From an optimization exercise on the open Yosys and OpenROAD flow, aimed at small area, a short achievable clock period and few clock cycles; shortcuts taken in it are not production practice.
RTL that was checked went through simulation tests only; none was proved equivalent to the original.

## lane 1
// ieee754multiplier
module ieee754multiplier (
    input logic clk, rst_n,
    input logic [31:0] a_i,
    input logic [31:0] b_i,
    input logic start_i,
    output logic done_o,
    output logic nan_o,
    output logic inifinit_o,
    output logic overflow_o,
    output logic underflow_o,
    output logic [31:0] product_o
);
Settings: LEC_CHECK=0, ABC_AREA=1, CAP_MARGIN=20, CORE_MARGIN=2, CORE_UTILIZATION=50, SETUP_SLACK_MARGIN=1, SLEW_MARGIN=20, SYNTH_HIERARCHICAL=1; clock period 9.0 ns.
standard.sh (not shown) runs the stock make flow with config.mk's settings and CLKGATE_MAP_FILE= SYNTH_SCRIPT=/design/flow/synth_recipe.tcl, a recipe that flattens the netlist after the stock synthesis.
==> flow/flow/run.sh <==
#!/bin/bash
# The standard layout (the standard.sh: the standard synthesis and the
# ORFS steps to finish), except that the port buffers that global placement
# inserts are buf_2 cells instead of the tool's default pick.
set -euo pipefail
export BUFFER_PORTS_ARGS="-buffer_cell sky130_fd_sc_hd__buf_2"
bash standard.sh > standard.log 2>&1
Testbench counts of lane 1, summed over its fixed seeds: cycles 3,208.
Here is what was changed in the inputs of lane 2 compared with lane 1.
diff --git a/flow/design.v b/flow/design.v
--- a/flow/design.v
+++ b/flow/design.v
@@ -6,16 +6,17 @@
     output logic done_o,
     output logic nan_o,
     output logic inifinit_o,
     output logic overflow_o,
     output logic underflow_o,
     output logic [31:0] product_o
 );
 logic [47:0] m;
+logic        mhi_min;    
 logic        zero, sign, norm;
 logic [9:0]  esum, e0, e1;
 logic neg0;
 logic one0;
 logic two0;
 logic pp1;
 logic pp2;
 logic pp3;
@@ -1585,19 +1586,18 @@
 fpmul_fa u_s884 (.a(c876), .b(s882), .c(c878), .s(s884), .co(c885));
 fpmul_fa u_s886 (.a(a_i[20]), .b(a_i[21]), .c(ns286), .s(s886), .co(c887));
 fpmul_fa u_s888 (.a(pp310), .b(c883), .c(s886), .s(s888), .co(c889));
 assign ci890 = ~a_i[22];
 fpmul_fa u_s891 (.a(ci890), .b(pp311), .c(c887), .s(s891), .co(c892));
 assign ci893 = ~a_i[22];
 assign rx = {ci893, c889, c885, c880, c874, c867, c859, c850, c840, c829, c817, c804, c790, c775, c759, c742, c724, c705, c685, c664, c642, c619, c596, c574, c552, c531, c511, c491, s488, c455, c439, c423, c409, c395, s392, c371, c361, s358, s348, c335, s332, s326, s320, s316, c313, pp3, pp2, neg0};
 assign ry = {c892, s891, s888, s884, s879, s873, s866, s858, s849, s839, s828, s816, s803, s789, s774, s758, s741, s723, s704, s684, s663, s641, s618, s595, s573, s551, s530, s510, s490, s472, s454, s438, s422, s408, s394, s382, s370, s360, s350, s342, s334, s328, s322, s318, s314, s312, 1'b0, pp1};
-logic [16:0] mlo;
-assign mlo = {1'b0, rx[15:0]} + {1'b0, ry[15:0]};
-assign m = {rx[47:16] + ry[47:16] + {31'd0, mlo[16]}, mlo[15:0]};
+assign m = rx + ry;
+assign mhi_min = ~m[24] & ~(((rx[25] ^ ry[25])) ^ (rx[24] | ry[24])) & ~(((rx[26] ^ ry[26])) ^ (rx[25] | ry[25])) & ~(((rx[27] ^ ry[27])) ^ (rx[26] | ry[26])) & ~(((rx[28] ^ ry[28])) ^ (rx[27] | ry[27])) & ~(((rx[29] ^ ry[29])) ^ (rx[28] | ry[28])) & ~(((rx[30] ^ ry[30])) ^ (rx[29] | ry[29])) & ~(((rx[31] ^ ry[31])) ^ (rx[30] | ry[30])) & ~(((rx[32] ^ ry[32])) ^ (rx[31] | ry[31])) & ~(((rx[33] ^ ry[33])) ^ (rx[32] | ry[32])) & ~(((rx[34] ^ ry[34])) ^ (rx[33] | ry[33])) & ~(((rx[35] ^ ry[35])) ^ (rx[34] | ry[34])) & ~(((rx[36] ^ ry[36])) ^ (rx[35] | ry[35])) & ~(((rx[37] ^ ry[37])) ^ (rx[36] | ry[36])) & ~(((rx[38] ^ ry[38])) ^ (rx[37] | ry[37])) & ~(((rx[39] ^ ry[39])) ^ (rx[38] | ry[38])) & ~(((rx[40] ^ ry[40])) ^ (rx[39] | ry[39])) & ~(((rx[41] ^ ry[41])) ^ (rx[40] | ry[40])) & ~(((rx[42] ^ ry[42])) ^ (rx[41] | ry[41])) & ~(((rx[43] ^ ry[43])) ^ (rx[42] | ry[42])) & ~(((rx[44] ^ ry[44])) ^ (rx[43] | ry[43])) & ~(((rx[45] ^ ry[45])) ^ (rx[44] | ry[44])) & ~(((rx[46] ^ ry[46])) ^ (rx[45] | ry[45])) & ~(((rx[47] ^ ry[47]) ^ 1'b1) ^ (rx[46] | ry[46]));
 assign sign = a_i[31] ^ b_i[31];
 assign zero = (a_i[22:0] == 23'd0) || (b_i[22:0] == 23'd0);
 assign esum = {2'b00, a_i[30:23]} + {2'b00, b_i[30:23]};
 assign e0   = esum - 10'd127;
 assign e1   = esum - 10'd126;
 logic        nan0, ovf0, unf0, keep0, sgn0;
 logic [7:0]  exp0;
 assign nan0  = !zero && e0[7:0] == 8'hFF;
@@ -1608,17 +1608,17 @@
 assign exp0  = ovf0 ? 8'hFF : (keep0 ? e0[7:0] : 8'h00);
 logic        eff1, ovf1, unf1, keep1, nz1;
 logic [7:0]  exp1;
 assign eff1  = !zero && e1[7:0] == 8'hFF;
 assign ovf1  = !zero && e1[7:0] != 8'hFF && e1[9:8] != 2'b00;
 assign unf1  = zero || (e1[7:0] == 8'h00 && e1[9:8] == 2'b00);
 assign keep1 = !eff1 && !ovf1 && !unf1;
 assign exp1  = (ovf1 || eff1) ? 8'hFF : (keep1 ? e1[7:0] : 8'h00);
-assign nz1   = (m[46:24] != 23'd0);
+assign nz1   = !mhi_min;    
 logic        nan_d, inf_d, ovf_d, unf_d, sign_d;
 logic [7:0]  exp_d;
 logic [22:0] frac_d;
 assign norm   = m[47];
 assign nan_d  = norm ? (eff1 && nz1) : nan0;
 assign inf_d  = norm && eff1 && !nz1;
 assign ovf_d  = norm ? ovf1 : ovf0;
 assign unf_d  = norm ? unf1 : unf0;
Findings:
Clock-buffer cell count, lane 1 and lane 2: larger value in lane 1
Between lane 2 and lane 1, it is lane 2 whose routed wire length per instance is higher, by 1.3%.
Between lane 1 and lane 2, the flow reports count of plain and timing-repair buffers decreasing by a few percent.
On number of buffers inserted by post-CTS setup repair, lane 1 tracks lane 2 almost exactly.
On fraction of the yosys area taken by sequential cells: between lane 1 and lane 2, it ends up lower for lane 2.
Width of the die ended up about 5% higher on lane 2 than on lane 1.
| routed wire length | lower: lane 1 |
For lane 2, only the layout was checked, not whether the RTL still works.

[what the ideal ports hide]
Ports are ideal in the flow. The routed layouts listed here were re-timed in OpenROAD. Step 1: set_driving_cell puts a clkbuf_16 on clk and a buf_2 on each other input, an assumption about the parent block. Step 2 moves the port delays by t, midway between the first and last clock arrival at a register: inputs arrive t later, outputs are due t later. That takes back most of the time a late clock gives input paths. Slacks: no drivers / after step 1 / after step 2; pairs: no drivers / after step 1.
| run | t, ns | setup WS [ns] | worst hold slack (ns) | cell pins on the clock port's net |
|---|---|---|---|---|
| lane 1 | 0.313 | 1.267 / 1.208 / 0.895 | 1.284 / 1.273 / 1.586 | 1 |
| lane 2 | 0.327 | 1.168 / 1.160 / 0.833 | 1.277 / 1.255 / 1.581 | 1 |
After both steps every run listed still meets setup and hold. The setup slack of lane 1, which loses most, moves by -0.059 ns with the drivers and by -0.372 ns with both steps.
